Background: an optimization exercise with open tools, aiming at small area and a short achievable clock period. Do not read the settings as production practice.
In this exercise RTL edits were held to simulation tests only and were not proved equivalent to the original.
Power and IR drop assume default switching activity.

== JK ==
// MAC
module MAC(clk, reset, X, Y, reg_Pro);
  input clk, reset;
  input [7:0] X;
  input [7:0] Y;
  output reg [15:0] reg_Pro;
  wire p00_d = ~(X[0] & Y[0]);
  wire p01_d = ~(X[0] & Y[1]);
  wire p02_d = ~(X[0] & Y[2]);
  wire p03_d = ~(X[0] & Y[3]);
  wire p04_d = ~(X[0] & Y[4]);
  wire p05_d = ~(X[0] & Y[5]);
  wire p06_d = ~(X[0] & Y[6]);
  wire p07_d = ~(X[0] & Y[7]);
  wire p10_d = ~(X[1] & Y[0]);
  wire p11_d = ~(X[1] & Y[1]);
  wire p12_d = ~(X[1] & Y[2]);
  wire p13_d = ~(X[1] & Y[3]);
  wire p14_d = ~(X[1] & Y[4]);
  wire p15_d = ~(X[1] & Y[5]);
  wire p16_d = ~(X[1] & Y[6]);
  wire p17_d = ~(X[1] & Y[7]);
  wire p20_d = ~(X[2] & Y[0]);
  wire p21_d = ~(X[2] & Y[1]);
  wire p22_d = ~(X[2] & Y[2]);
  wire p23_d = ~(X[2] & Y[3]);
  wire p24_d = ~(X[2] & Y[4]);
  wire p25_d = ~(X[2] & Y[5]);
  wire p26_d = ~(X[2] & Y[6]);
  wire p27_d = ~(X[2] & Y[7]);
  wire p30_d = ~(X[3] & Y[0]);
  wire p31_d = ~(X[3] & Y[1]);
  wire p32_d = ~(X[3] & Y[2]);
  wire p33_d = ~(X[3] & Y[3]);
  wire p34_d = ~(X[3] & Y[4]);
  wire p35_d = ~(X[3] & Y[5]);
  wire p36_d = ~(X[3] & Y[6]);
  wire p37_d = ~(X[3] & Y[7]);
  wire p40_d = ~(X[4] & Y[0]);
  wire p41_d = ~(X[4] & Y[1]);
  wire p42_d = ~(X[4] & Y[2]);
  wire p43_d = ~(X[4] & Y[3]);
  wire p44_d = ~(X[4] & Y[4]);
  wire p45_d = ~(X[4] & Y[5]);
  ...
export LEC_CHECK = 0
export CAP_MARGIN = 20
export CORE_MARGIN = 2
export CORE_UTILIZATION = 40
export CTS_BUF_LIST = sky130_fd_sc_hd__clkbuf_16
export CTS_CLUSTER_DIAMETER = 300
export CTS_CLUSTER_SIZE = 50
export SETUP_SLACK_MARGIN = 2.85
export SLEW_MARGIN = 20
export SYNTH_HIERARCHICAL = 1
export SYNTH_MINIMUM_KEEP_SIZE = 0
create_clock -name core_clock -period 5.5 [get_ports {clk}]
standard.sh (not shown) runs the stock make flow with config.mk's settings and CLKGATE_MAP_FILE= SYNTH_SCRIPT=/design/flow/synth_recipe.tcl, a recipe that flattens the netlist after the stock synthesis.
==> flow/flow/run.sh <==
#!/bin/bash
# The standard layout (standard.sh) with two changes:
#  - the port buffers that placement inserts start as the smallest buffer;
#  - after the standard synthesis, combinational cells that abc sized up are set back to
#    drive strength 1 (same function and pins), before floorplan; the flow's repair steps
#    size up again the ones that need it. Registers are not touched.
set -euo pipefail
RES=$PWD/orfs/results/$FLOW_PLATFORM/MAC/base
ARGS=("BUFFER_PORTS_ARGS=-buffer_cell sky130_fd_sc_hd__buf_1")
bash standard.sh "${ARGS[@]}" $RES/1_2_yosys.v > synth.log 2>&1
python3 flow/downsize.py $RES/1_2_yosys.v > downsize.log 2>&1
bash standard.sh "${ARGS[@]}" finish > layout.log 2>&1
==> flow/flow/downsize.py <==
# Set abc-upsized combinational cells of the synthesized netlist back to drive strength 1.
import re,sys,collections
path=sys.argv[1]
lib=open('/OpenROAD-flow-scripts/flow/platforms/sky130hd/lib/sky130_fd_sc_hd__tt_025C_1v80.lib').read()
cells=set(re.findall(r'cell \("(sky130_fd_sc_hd__\w+)"\)',lib))
KEEP=('df','dl','sdf','edf','conb','clk','tap','fill','decap','diode','buf','inv','lpflow','probe','ebuf','einv','mux2i')
v=open(path).read()
cnt=collections.Counter()
def sub(m):
    name,base,size=m.group(0),m.group(1),m.group(2)
    short=base.replace('sky130_fd_sc_hd__','')
    if size=='1' or any(short.startswith(k) for k in KEEP): return name
    new='%s_1'%base
    if new not in cells: return name
    cnt[name+' -> '+new]+=1
    return new
v2=re.sub(r'\b(sky130_fd_sc_hd__[a-z0-9]+)_(\d+)\b(?=\s+\S+\s*\()',sub,v)
open(path,'w').write(v2)
for k,n in sorted(cnt.items()): print(n,k)
JK closes out successfully: all stages finished, all timing, DRC and antenna checks passed.
Setup changes, JK to MS
- CTS_CLUSTER_SIZE: 50 -> unset
- CTS_CLUSTER_DIAMETER: 300 -> unset
- CORE_UTILIZATION: 40 -> 75
- CTS_BUF_LIST: sky130_fd_sc_hd__clkbuf_16 -> unset
Worst setup slack after layout ended up 4.9 ps higher on MS than on JK.
NOTE post-layout instance area JK->MS decreased by a few percent
Looking at fraction of power spent switching nets, MS sits 2.4 points higher than JK does.
Worst hold-check slack delta (JK -> MS): insignificant
Layout-stage area growth over the synthesis result was higher in JK than in MS.


Another version of the RTL of MAC (not shown whole).
For scale: roughly 3200 um^2 of cells after synthesis.
## MAC
module MAC(clk, reset, X, Y, reg_Pro);
  input clk, reset;
  input [7:0] X;
  input [7:0] Y;
  output reg [15:0] reg_Pro;
  wire p00_d = X[0] & Y[0];
  wire p01_d = X[0] & Y[1];
  wire p02_d = X[0] & Y[2];
  wire p03_d = X[0] & Y[3];
  wire p04_d = X[0] & Y[4];
  wire p05_d = X[0] & Y[5];
  wire p06_d = X[0] & Y[6];
  wire p07_d = X[0] & Y[7];
  wire p10_d = X[1] & Y[0];
  wire p11_d = X[1] & Y[1];
  wire p12_d = X[1] & Y[2];
  wire p13_d = X[1] & Y[3];
  wire p14_d = X[1] & Y[4];
  wire p15_d = X[1] & Y[5];
  wire p16_d = X[1] & Y[6];
  wire p17_d = X[1] & Y[7];
  wire p20_d = X[2] & Y[0];
  wire p21_d = X[2] & Y[1];
  wire p22_d = X[2] & Y[2];
  wire p23_d = X[2] & Y[3];
  wire p24_d = X[2] & Y[4];
  wire p25_d = X[2] & Y[5];
  wire p26_d = X[2] & Y[6];
  wire p27_d = X[2] & Y[7];
  wire p30_d = X[3] & Y[0];
  wire p31_d = X[3] & Y[1];
  wire p32_d = X[3] & Y[2];
  wire p33_d = X[3] & Y[3];
  wire p34_d = X[3] & Y[4];
  wire p35_d = X[3] & Y[5];
  wire p36_d = X[3] & Y[6];
  wire p37_d = X[3] & Y[7];
  wire p40_d = X[4] & Y[0];
  wire p41_d = X[4] & Y[1];
  ...
==> flow/config.mk <==
export PLATFORM = sky130hd
export DESIGN_NAME = MAC
export DESIGN_NICKNAME = MAC
export VERILOG_FILES = /design/flow/design.v
export SDC_FILE = /design/flow/constraint.sdc
export NUM_CORES = 4
export LEC_CHECK = 0
export CAP_MARGIN = 20
export CORE_MARGIN = 2
export CORE_UTILIZATION = 40
export SETUP_SLACK_MARGIN = 2.6
export SLEW_MARGIN = 20
export SYNTH_HIERARCHICAL = 1
export SYNTH_MINIMUM_KEEP_SIZE = 0
==> flow/constraint.sdc <==
create_clock -name core_clock -period 5.5 [get_ports {clk}]
set_input_delay 1.1000 -clock core_clock [delete_from_list [all_inputs] [get_ports {clk}]]
set_output_delay 1.1000 -clock core_clock [all_outputs]
set_load 0.01 [all_outputs]
run.sh (not shown) runs the stock make flow with config.mk's settings and CLKGATE_MAP_FILE= SYNTH_SCRIPT=/design/flow/synth_recipe.tcl, a recipe that flattens the netlist after the stock synthesis.
Stock flow here: none of the scripts above is used.
Next try:
SETUP_SLACK_MARGIN = 2.85   (was 2.6)
Synthesized cell count does not change.
Synthesized area stays the same.
Wire length is higher by a few percent.
Next try:
==> flow/flow/run.sh (new file) <==
#!/bin/bash
# The standard layout (standard.sh), with the port buffers that placement inserts
# made the smallest buffer; repair_timing upsizes those on critical paths.
set -euo pipefail
bash standard.sh "BUFFER_PORTS_ARGS=-buffer_cell sky130_fd_sc_hd__buf_1" finish > standard_flow.log 2>&1
==> flow/standard.sh (new file) <==
#!/bin/bash
# synth_recipe.tcl (not shown) runs the flow's synth.tcl, then flattens the netlist and writes it again
# the make line also repeats each setting of config.mk as NAME=value (left out here)
make -C /OpenROAD-flow-scripts/flow DESIGN_CONFIG=/design/flow/config.mk WORK_HOME=/design/flow/orfs CLKGATE_MAP_FILE= SYNTH_SCRIPT=/design/flow/synth_recipe.tcl "${@:-finish}"
SETUP_SLACK_MARGIN = 2.6   (was 2.85)
removed: flow/run.sh
Outcome: Critical path depth shrinks by 8; clock skew rose by 0.0038 ns; fmax increases by 2.3%; first-iteration DRC count fell by about 20%.


Another version of the RTL of MAC (not shown whole).
Size: ~300 cells after synthesis, about 34 I/O pins, about 3100 um^2 of cells after synthesis.
clock: 5.5 ns
lec_check: 0
cap_margin: 20
core_margin: 2
core_utilization: 40
setup_slack_margin: 2.2
slew_margin: 20
Stock flow here: none of the scripts above is used.
Change:
SETUP_SLACK_MARGIN = 2.5   (was 2.2)
Non-clock buffer count goes up by 8.
Final cell count rose slightly.
Global-route usage goes up by 1.5 points.
Die area stays the same.
Change:
SETUP_SLACK_MARGIN = 3.2   (was 2.5)
Power came out higher by about 7%.
Clock skew hardly moves.
Die area does not change.
Non-clock buffer count goes up by 8.
Wire length falls by 2.6%.
Sequential power is about the same.
Combinational power went up by about 20%.
Global-route usage decreases by 0.42 points.
Change:
SETUP_SLACK_MARGIN = 2.0   (was 3.2)
After rerunning: The changed run produced a clean layout; synthesized cell count is unchanged; clock skew hardly moves; power falls by 10%; critical path depth grows by 1; cell count came out lower by 3.3%; global-route usage is lower by 0.80 points; count of clock-buffer cells in the layout goes up by 1; wire length came out lower by 4.4%.


Setup of the previous run:
RTL: one of the versions met above, not the one the previous note started from.
Size in the first run: ~370 cells after synthesis, roughly 3100 um2 of cells after synthesis.
==> flow/design.v (excerpt) <==
module MAC(clk, reset, X, Y, reg_Pro);
  input clk, reset;
  input [7:0] X;
  input [7:0] Y;
  output reg [15:0] reg_Pro;
  wire p00_d = ~(X[0] & Y[0]);
  wire p01_d = ~(X[0] & Y[1]);
  wire p02_d = ~(X[0] & Y[2]);
  wire p03_d = ~(X[0] & Y[3]);
  wire p04_d = ~(X[0] & Y[4]);
  wire p05_d = ~(X[0] & Y[5]);
  wire p06_d = ~(X[0] & Y[6]);
  wire p07_d = ~(X[0] & Y[7]);
  wire p10_d = ~(X[1] & Y[0]);
  wire p11_d = ~(X[1] & Y[1]);
  wire p12_d = ~(X[1] & Y[2]);
  wire p13_d = ~(X[1] & Y[3]);
  wire p14_d = ~(X[1] & Y[4]);
  wire p15_d = ~(X[1] & Y[5]);
  wire p16_d = ~(X[1] & Y[6]);
  wire p17_d = ~(X[1] & Y[7]);
  wire p20_d = ~(X[2] & Y[0]);
  wire p21_d = ~(X[2] & Y[1]);
  wire p22_d = ~(X[2] & Y[2]);
  wire p23_d = ~(X[2] & Y[3]);
  wire p24_d = ~(X[2] & Y[4]);
  wire p25_d = ~(X[2] & Y[5]);
  wire p26_d = ~(X[2] & Y[6]);
  wire p27_d = ~(X[2] & Y[7]);
  wire p30_d = ~(X[3] & Y[0]);
  wire p31_d = ~(X[3] & Y[1]);
  wire p32_d = ~(X[3] & Y[2]);
  wire p33_d = ~(X[3] & Y[3]);
  wire p34_d = ~(X[3] & Y[4]);
  wire p35_d = ~(X[3] & Y[5]);
  wire p36_d = ~(X[3] & Y[6]);
  wire p37_d = ~(X[3] & Y[7]);
  wire p40_d = ~(X[4] & Y[0]);
  wire p41_d = ~(X[4] & Y[1]);
  ...
==> flow/config.mk <==
export PLATFORM = sky130hd
export DESIGN_NAME = MAC
export DESIGN_NICKNAME = MAC
export VERILOG_FILES = /design/flow/design.v
export SDC_FILE = /design/flow/constraint.sdc
export NUM_CORES = 4
export LEC_CHECK = 0
export CAP_MARGIN = 20
export CELL_PAD_IN_SITES_DETAIL_PLACEMENT = 0
export CELL_PAD_IN_SITES_GLOBAL_PLACEMENT = 0
export CORE_MARGIN = 2
export CORE_UTILIZATION = 40
export PLACE_DENSITY = 0.8
export SETUP_SLACK_MARGIN = 2.85
export SLEW_MARGIN = 20
export SYNTH_HIERARCHICAL = 1
export SYNTH_MINIMUM_KEEP_SIZE = 0
==> flow/constraint.sdc <==
create_clock -name core_clock -period 5.5 [get_ports {clk}]
set_input_delay 1.1000 -clock core_clock [delete_from_list [all_inputs] [get_ports {clk}]]
set_output_delay 1.1000 -clock core_clock [all_outputs]
set_load 0.01 [all_outputs]
standard.sh (not shown) runs the stock make flow with config.mk's settings and CLKGATE_MAP_FILE= SYNTH_SCRIPT=/design/flow/synth_recipe.tcl, a recipe that flattens the netlist after the stock synthesis.
==> flow/flow/run.sh <==
#!/bin/bash
# The standard layout (standard.sh) with two changes:
#  - the port buffers that placement inserts start as the smallest buffer;
#  - after the standard synthesis, combinational cells that abc sized up are set back to
#    drive strength 1 (same function and pins), before floorplan; the flow's repair steps
#    size up again the ones that need it. Registers are not touched.
set -euo pipefail
RES=$PWD/orfs/results/$FLOW_PLATFORM/MAC/base
ARGS=("BUFFER_PORTS_ARGS=-buffer_cell sky130_fd_sc_hd__buf_1")
bash standard.sh "${ARGS[@]}" $RES/1_2_yosys.v > synth.log 2>&1
python3 flow/downsize.py $RES/1_2_yosys.v > downsize.log 2>&1
bash standard.sh "${ARGS[@]}" finish > layout.log 2>&1
Scripts as last shown in full above: flow/flow/downsize.py
#### Input delta (the current run over the previous run)
# the previous run
export LEC_CHECK = 0
export CAP_MARGIN = 20
export CELL_PAD_IN_SITES_DETAIL_PLACEMENT = 0
export CELL_PAD_IN_SITES_GLOBAL_PLACEMENT = 0
export CORE_MARGIN = 2
export CORE_UTILIZATION = 40
export PLACE_DENSITY = 0.8
export SETUP_SLACK_MARGIN = 2.85
export SLEW_MARGIN = 20
export SYNTH_HIERARCHICAL = 1
export SYNTH_MINIMUM_KEEP_SIZE = 0
create_clock -name core_clock -period 5.5 [get_ports {clk}]
# the current run
export LEC_CHECK = 0
export CAP_MARGIN = 20
export CORE_MARGIN = 2
export CORE_UTILIZATION = 40
export SETUP_SLACK_MARGIN = 3.05
export SLEW_MARGIN = 20
export SYNTH_HIERARCHICAL = 1
export SYNTH_MINIMUM_KEEP_SIZE = 0
create_clock -name core_clock -period 5.5 [get_ports {clk}]
==> summary.txt <==
- Clock tree buffer count of the final layout: the current run < the previous run
- | minimum setup slack after placement | the current run vs the previous run | better |
- Compare the previous run and the current run | worst setup slack lower: the previous run
- Changes observed in the current run relative to the previous run: via count of the first global-routing pass moved down, clock skew moved up.
- Summary of the current run over the previous run: multi-input combinational area share decreased 2.8 points, cell area up 380 um2, buffer share of cell area shows an increase of 5.3 points.
- Between the previous run and the current run, global-route usage decreased.
- Compared the current run vs the previous run, and number of cells upsized or downsized after cts is up in the current run.
- Residual DRC count: the previous run vs the current run, no meaningful difference

## afterwards: timing with drivers on the ports
How much do the figures lean on ideal ports? The routed layouts below were timed once more, with nothing changed but the port constraints. Step 1 (the two cells are an assumption about what drives the block):
set clk [get_ports {clk}]
set_driving_cell -lib_cell sky130_fd_sc_hd__clkbuf_16 $clk
set_driving_cell -lib_cell sky130_fd_sc_hd__buf_2 [delete_from_list [all_inputs] $clk]
Step 2 moves the port delays by t, midway between the first and last clock arrival at a register: inputs arrive t later, outputs are due t later. That takes back most of the time a late clock gives input paths. Three values: ideal, step 1, step 2; two values: the first two.
run | t, ns | setup WS [ns] | worst setup path at the end | worst data-port slew with drivers (ns)
JK | 0.305 | 2.926 / 2.939 / 2.634 | input to register | 0.03
MS | 0.320 | 2.931 / 2.938 / 2.618 | input to register | 0.03
the first run of note 2 | 0.330 | 2.671 / 2.677 / 2.347 | input to register | 0.03
the second run of note 2 | 0.330 | 2.602 / 2.603 / 2.530 | input to register | 0.05
the third run of note 2 | 0.320 | 2.668 / 2.674 / 2.354 | input to register | 0.03
the first run of note 3 | 0.314 | 2.281 / 2.287 / 1.973 | input to register | 0.03
the second run of note 3 | 0.323 | 2.311 / 2.283 / 1.960 | input to register | 0.06
the third run of note 3 | 0.314 | 2.299 / 2.283 / 1.970 | input to register | 0.06
the fourth run of note 3 | 0.320 | 2.076 / 2.079 / 1.759 | input to register | 0.03
the previous run | 0.315 | 2.921 / 2.921 / 2.606 | input to register | 0.03
the current run | 0.316 | 3.053 / 3.018 / 2.703 | input to register | 0.07
After both steps setup and hold are still met in every run listed. The setup slack of the second run of note 3, which loses most, moves by -0.028 ns with the drivers and by -0.351 ns with both steps.
